What follows belongs to an exercise in optimizing a design on an open flow for small area; a production flow would make more cautious choices. In this exercise RTL edits were held to simulation tests only and were not proved equivalent to the original.

==> run A: inputs <==
==> flow/design.v <==
`timescale 1ns / 1ps
module D_FF(Clk  , reset, D    , Q);
    input D, Clk, reset;
    output reg Q;
    always @(posedge Clk or negedge reset)
        if (~reset)
            begin
                Q <= 1'b0;
            end 
        else
            begin
                Q <= D;
            end
endmodule 
`timescale 1ns / 1ps
module Register16b(Clk  ,     reset,      In,Out);
    input [15:0] In;
    input Clk, reset;
    output [15:0] Out;
    D_FF    DFF [15:0] (Clk  , reset, In    , Out);
endmodule
`timescale 1ns / 1ps
module Decoder_3to8(E     ,X        ,Z);
    input E;
    input [2:0] X;
    output [7:0] Z;
    and A0(Z[0],E,~X[2],~X[1],~X[0]);
    and A1(Z[1],E,~X[2],~X[1], X[0]);
    and A2(Z[2],E,~X[2], X[1],~X[0]);
    and A3(Z[3],E,~X[2], X[1], X[0]);
    and A4(Z[4],E, X[2],~X[1],~X[0]);
    and A5(Z[5],E, X[2],~X[1], X[0]);
    and A6(Z[6],E, X[2], X[1],~X[0]);
    and A7(Z[7],E, X[2], X[1], X[0]);
endmodule
`timescale 1ns / 1ps
module Decoder_4to16(E,X,Z);
    input E;
    input [3:0] X;
    output [15:0] Z;  
    not(X3not,X[3]);
    and(E1,X3not,E);
    and(E2,X[3],E);
    Decoder_3to8        DEC1        (E1     ,X[2:0]        ,Z[7:0]);
    Decoder_3to8        DEC2        (E2      ,X[2:0]        ,Z[15:8]);
endmodule
`timescale 1ns / 1ps
module Mux16bit_2to1(E     ,   S  , X1   , X0   , Z);
    input E, S;
    input [15:0] X1;
    input [15:0] X0;
    output [15:0] Z;
    wire Snot; 
    wire [15:0] A1;
    wire [15:0] A2; 
    not            n1(Snot,S);
    genvar i;
    generate
        for (i = 0; i < 16; i = i + 1) begin : bit_slice
            and a2  (A2[i],E,Snot,X0[i]);
            and a1  (A1[i],E,S,X1[i]);
            or  o1  (Z[i], A1[i], A2[i]);
        end
    endgenerate
endmodule
`timescale 1ns / 1ps
module Mux16bit_8to1(E     ,   S  , X0,X1,X2,X3,X4,X5,X6,X7, Z);
    input E;
    input [2:0] S;
    input [15:0] X0,X1,X2,X3,X4,X5,X6,X7;
    output [15:0] Z;
    wire [15:0] Z0,Z1, Z2, Z3, Z4,Z5;
    Mux16bit_2to1       MUX4        (E     ,   S[0]  , X1   , X0   , Z0); 
    Mux16bit_2to1       MUX3        (E     ,   S[0]  , X3   , X2   , Z1);
    Mux16bit_2to1       MUX2        (E     ,   S[0]  , X5   , X4   , Z2);     
    Mux16bit_2to1       MUX1        (E     ,   S[0]  , X7   , X6   , Z3);
    Mux16bit_2to1       MUX6        (E     ,   S[1]  , Z1   , Z0   , Z4);
    Mux16bit_2to1       MUX5        (E     ,   S[1]  , Z3   , Z2   , Z5);
    Mux16bit_2to1       MUX7        (E     ,   S[2]  , Z5   , Z4   , Z);        
endmodule
`timescale 1ns / 1ps
module Mux16bit_16to1(E,S,X0,X1,X2,X3,X4,X5,X6,X7,X8,X9,X10,X11,X12,X13,X14,X15,Z);
    input E;
    input [3:0] S;
    input [15:0] X0,X1,X2,X3,X4,X5,X6,X7,X8,X9,X10,X11,X12,X13,X14,X15;
    output [15:0] Z;
    wire [15:0] Z1, Z2;
    Mux16bit_8to1       MUX1        (E,S[2:0],X0,X1,X2,X3,X4,X5,X6,X7,Z1);
    Mux16bit_8to1       MUX2        (E,S[2:0],X8,X9,X10,X11,X12,X13,X14,X15,Z2);
    Mux16bit_2to1       MUX3        (E     ,   S[3]  ,  Z2  , Z1   , Z);    
endmodule
`timescale 1ns / 1ps
module Reg_File16b(A,B,C,Aaddr,Baddr,Caddr,Load,Clear,Clk);
    output [15:0] A,B;
    input [15:0] C;
    input [3:0] Aaddr,Baddr,Caddr;
    input Load,Clear,Clk;
    reg ready;
    always @(posedge Clk or negedge Clear)
        if (~Clear) ready <= 1'b0;
        else        ready <= 1'b1;
    wire [15:0] we = Load ? (16'h0001 << Caddr) : 16'h0000;
    wire [15:0] asel = ready ? (16'h0001 << Aaddr) : 16'h0000;
    wire [15:0] bsel = ready ? (16'h0001 << Baddr) : 16'h0000;
    wire [255:0] q;
    genvar i;
    generate
        for (i = 0; i < 16; i = i + 1) begin : r
            wire keep = ~we[i] & ready;
            wire [15:0] nd;
            reg  [15:0] d;
            genvar k;
            for (k = 0; k < 16; k = k + 1) begin : b
                Rf_Ao22 m (we[i], C[k], keep, d[k], nd[k]);
            end
            always @(posedge Clk)
                d <= nd;
            assign q[16*i +: 16] = d;
        end
        for (i = 0; i < 16; i = i + 1) begin : rd
            wire [15:0] col;
            genvar k;
            for (k = 0; k < 16; k = k + 1) begin : c
                assign col[k] = q[16*k + i];
            end
            Rf_Read16 ra (.s(asel), .d(col), .y(A[i]));
            Rf_Read16 rb (.s(bsel), .d(col), .y(B[i]));
        end
    endgenerate
endmodule
module Rf_Read16(s, d, y);
    input [15:0] s, d;
    output y;
    wire [5:0] t;
    Rf_Aoi222 g0 (s[0],  d[0],  s[1],  d[1],  s[2],  d[2],  t[0]);
    Rf_Aoi222 g1 (s[3],  d[3],  s[4],  d[4],  s[5],  d[5],  t[1]);
    Rf_Aoi222 g2 (s[6],  d[6],  s[7],  d[7],  s[8],  d[8],  t[2]);
    Rf_Aoi222 g3 (s[9],  d[9],  s[10], d[10], s[11], d[11], t[3]);
    Rf_Aoi222 g4 (s[12], d[12], s[13], d[13], s[14], d[14], t[4]);
    Rf_Nand2  g5 (s[15], d[15], t[5]);
    Rf_Nand6  g6 (t, y);
endmodule
module Rf_Aoi222(a1, a2, b1, b2, c1, c2, y);
    input a1, a2, b1, b2, c1, c2;
    output y;
    assign y = ~((a1 & a2) | (b1 & b2) | (c1 & c2));
endmodule
module Rf_Ao22(a1, a2, b1, b2, y);
    input a1, a2, b1, b2;
    output y;
    assign y = (a1 & a2) | (b1 & b2);
endmodule
module Rf_Nand2(a, b, y);
    input a, b;
    output y;
    assign y = ~(a & b);
endmodule
module Rf_Nand6(t, y);
    input [5:0] t;
    output y;
    assign y = ~(&t);
endmodule
==> flow/flow/run.sh <==
#!/bin/bash
# The standard layout (the standard.sh, unchanged synthesis), with these
# changes: port buffers use the smallest buffer; the resizer may change a
# gate's drive strength even where the stronger cell has a different
# footprint (MATCH_CELL_FOOTPRINT=0), so weak high-fanout drivers are
# upsized instead of buffered; and the clock tree uses clkbuf_4 in clusters
# of at most 10 sinks within 40 um, without dummy balancing loads.
# ORFS writes each step's full log under orfs/logs/; make's own output goes
# to standard.log.
set -uo pipefail
bash standard.sh \
  'MATCH_CELL_FOOTPRINT=0' \
  'BUFFER_PORTS_ARGS=-buffer_cell sky130_fd_sc_hd__buf_1' \
  'CTS_ARGS=-sink_clustering_enable -repair_clock_nets -dont_use_dummy_load -buf_list sky130_fd_sc_hd__clkbuf_4 -sink_clustering_size 10 -sink_clustering_max_diameter 40' \
  finish > standard.log 2>&1
==> flow/standard.sh <==
#!/bin/bash
# synth_recipe.tcl (not shown) runs the flow's synth.tcl, then flattens the netlist and writes it again
# the make line also repeats each setting of config.mk as NAME=value (left out here)
make -C /OpenROAD-flow-scripts/flow DESIGN_CONFIG=/design/flow/config.mk WORK_HOME=/design/flow/orfs CLKGATE_MAP_FILE= SYNTH_SCRIPT=/design/flow/synth_recipe.tcl "${@:-finish}"
==> flow/config.mk <==
export PLATFORM = sky130hd
export DESIGN_NAME = Reg_File16b
export DESIGN_NICKNAME = Reg_File16b
export VERILOG_FILES = /design/flow/design.v
export SDC_FILE = /design/flow/constraint.sdc
export NUM_CORES = 4
export LEC_CHECK = 0
export CAP_MARGIN = 20
export CORE_MARGIN = 2
export CORE_UTILIZATION = 40
export SLEW_MARGIN = 20
export SYNTH_HIERARCHICAL = 1
==> flow/constraint.sdc <==
create_clock -name core_clock -period 5.0 [get_ports {Clk}]
set_input_delay 1.0000 -clock core_clock [delete_from_list [all_inputs] [get_ports {Clk}]]
set_output_delay 1.0000 -clock core_clock [all_outputs]
set_load 0.01 [all_outputs]
==> run K: changes against run A <==
==> flow/design.v, changed modules only <==
module Reg_File16b(A,B,C,Aaddr,Baddr,Caddr,Load,Clear,Clk);
    output [15:0] A,B;
    input [15:0] C;
    input [3:0] Aaddr,Baddr,Caddr;
    input Load,Clear,Clk;
    reg  [15:0] valid;
    wire [15:0] we = Load ? (16'h0001 << Caddr) : 16'h0000;
    always @(posedge Clk or negedge Clear)
        if (~Clear) valid <= 16'h0000;
        else        valid <= valid | we;
    wire [15:0] asel = valid & (16'h0001 << Aaddr);
    wire [15:0] bsel = valid & (16'h0001 << Baddr);
    wire [255:0] q;
    genvar i;
    generate
        for (i = 0; i < 16; i = i + 1) begin : r
            wire keep = ~we[i] & valid[i];
            wire [15:0] nd;
            reg  [15:0] d;
            genvar k;
            for (k = 0; k < 16; k = k + 1) begin : b
                Rf_Ao22 m (we[i], C[k], keep, d[k], nd[k]);
            end
            always @(posedge Clk)
                d <= nd;
            assign q[16*i +: 16] = d;
        end
        for (i = 0; i < 16; i = i + 1) begin : rd
            wire [15:0] col;
            genvar k;
            for (k = 0; k < 16; k = k + 1) begin : c
                assign col[k] = q[16*k + i];
            end
            Rf_Read16 ra (.s(asel), .d(col), .y(A[i]));
            Rf_Read16 rb (.s(bsel), .d(col), .y(B[i]));
        end
    endgenerate
endmodule
==> flow/flow/run.sh (replaced) <==
#!/bin/bash
# The standard layout (the standard.sh, unchanged synthesis), with two
# changes: port buffers use the smallest buffer, and the clock tree uses
# clkbuf_4 in clusters of at most 10 sinks within 50 um, without dummy
# balancing loads. ORFS writes each step's full log under orfs/logs/;
# make's own output goes to standard.log.
set -uo pipefail
bash standard.sh \
  'BUFFER_PORTS_ARGS=-buffer_cell sky130_fd_sc_hd__buf_1' \
  'CTS_ARGS=-sink_clustering_enable -repair_clock_nets -dont_use_dummy_load -buf_list sky130_fd_sc_hd__clkbuf_4 -sink_clustering_size 10 -sink_clustering_max_diameter 50' \
  finish > standard.log 2>&1
==> run M: changes against run A <==
==> flow/design.v, changed modules only <==
module Reg_File16b(A,B,C,Aaddr,Baddr,Caddr,Load,Clear,Clk);
    output [15:0] A,B;
    input [15:0] C;
    input [3:0] Aaddr,Baddr,Caddr;
    input Load,Clear,Clk;
    reg  [15:0] valid;
    wire [15:0] we = Load ? (16'h0001 << Caddr) : 16'h0000;
    always @(posedge Clk or negedge Clear)
        if (~Clear) valid <= 16'h0000;
        else        valid <= valid | we;
    wire [15:0] asel = valid & (16'h0001 << Aaddr);
    wire [15:0] bsel = valid & (16'h0001 << Baddr);
    wire [255:0] q;
    genvar i;
    generate
        for (i = 0; i < 16; i = i + 1) begin : r
            wire keep = ~we[i] & valid[i];
            wire [15:0] nd;
            reg  [15:0] d;
            genvar k;
            for (k = 0; k < 16; k = k + 1) begin : b
                Rf_Ao22 m (we[i], C[k], keep, d[k], nd[k]);
            end
            always @(posedge Clk)
                d <= nd;
            assign q[16*i +: 16] = d;
        end
        for (i = 0; i < 16; i = i + 1) begin : rd
            wire [15:0] col;
            genvar k;
            for (k = 0; k < 16; k = k + 1) begin : c
                assign col[k] = q[16*k + i];
            end
            Rf_Read16 ra (.s(asel), .d(col), .y(A[i]));
            Rf_Read16 rb (.s(bsel), .d(col), .y(B[i]));
        end
    endgenerate
endmodule
==> flow/flow/run.sh (replaced) <==
#!/bin/bash
# Standard layout, logged.
bash standard.sh > standard.log 2>&1
==> impl_metrics.json <==
{
  "outcome": "no timing/DRC/antenna violations",
  "finalWeightedCongestion": 0.9013,
  "synth_top_area_share_pct": 50.71,
  "worst-endpoint-arrival_ns": 3.60,
  "cts_made_buffers": 37,
  "setup_slack_ns": 0.3987,
  "n_antenna_cell": 2,
  "largestRegisters": "r.d x256, ready x1",
  "cp_max_fo": 23,
  "antenna_found_initial": 4,
  "synth_compound_area_share_pct": 39.21,
  "grt_pass1_vias": 8755,
  "tightest_slew_ns": 1.171,
  "holdWs_ns": 0.1294,
  "gr-usage-met2_pct": 43.86,
  "wl_met2_um": 17570,
  "grt_use_total_pct": 29.49,
  "multi_input_area_um2": 5022
}
[end of results for run A]
==> impl_metrics.json <==
{
  "outcome": "no timing/DRC/antenna violations",
  "io_buffer_count": 62,
  "gr-usage-met2_pct": 38.86,
  "wl_met2_um": 16210,
  "multi_input_area_um2": 5172,
  "n_antenna_cell": 1,
  "grt_pass1_vias": 8966,
  "holdWs_ns": 0.4952,
  "synth_top_area_share_pct": 47.83,
  "worst-endpoint-arrival_ns": 3.06,
  "synth_compound_area_share_pct": 38.16,
  "finalWeightedCongestion": 0.8846,
  "antenna_found_initial": 1,
  "cp_max_fo": 16,
  "design_area_um2": 11710,
  "inv_count": 2,
  "grt_use_total_pct": 26.11,
  "setup_slack_ns": 0.9400,
  "cts_made_buffers": 35
}
[end of results for run K]
==> impl_metrics.json <==
{
  "tightest_slew_ns": 0.9805,
  "grt_use_total_pct": 26.09,
  "antenna_found_initial": 0,
  "cts_made_buffers": 28,
  "multi_input_area_um2": 5160,
  "via_per_inst": 7.149,
  "largestRegisters": "r.d x256, valid x16",
  "worst-endpoint-arrival_ns": 3.74,
  "finalWeightedCongestion": 0.9082,
  "synth_compound_area_share_pct": 38.16,
  "grt_pass1_vias": 9208,
  "cp_max_fo": 16,
  "outcome": "no timing/DRC/antenna violations",
  "n_antenna_cell": 0,
  "sh_seq_area_pct": 42.79,
  "gr-usage-met2_pct": 39.73,
  "rsz0062_at_grt": "false"
}
[end of results for run M]

-- separate check: timing with driven ports --
In the flow no input, the clock included, has a driving cell. The finished layouts below were timed again as built, in two steps.
Step 1, drivers: a clkbuf_16 drives Clk and a buf_2 each remaining input, both assumed.
Step 2 adds t to the input delays and takes it off the output delays; t is the mean of the earliest and latest rising clock arrival at the registers after step 1. Input paths then give back, and output paths get back, about the clock's delay inside the block.
a / b / c = ideal ports / drivers / drivers and shift; a / b = the first two.
| run | t, ns | setup WS [ns] | worst register clock-pin slew, ns | pins driven straight from the clock port |
|---|---|---|---|---|
| run A | 0.673 | 0.399 / 0.354 / 0.645 | 0.12 / 0.12 | 1 |
| run K | 0.658 | 0.940 / 0.919 / 0.919 | 0.12 / 0.12 | 1 |
| run M | 0.601 | 0.259 / 0.238 / 0.238 | 0.07 / 0.07 | 1 |
After both steps setup and hold are still met in every run listed.
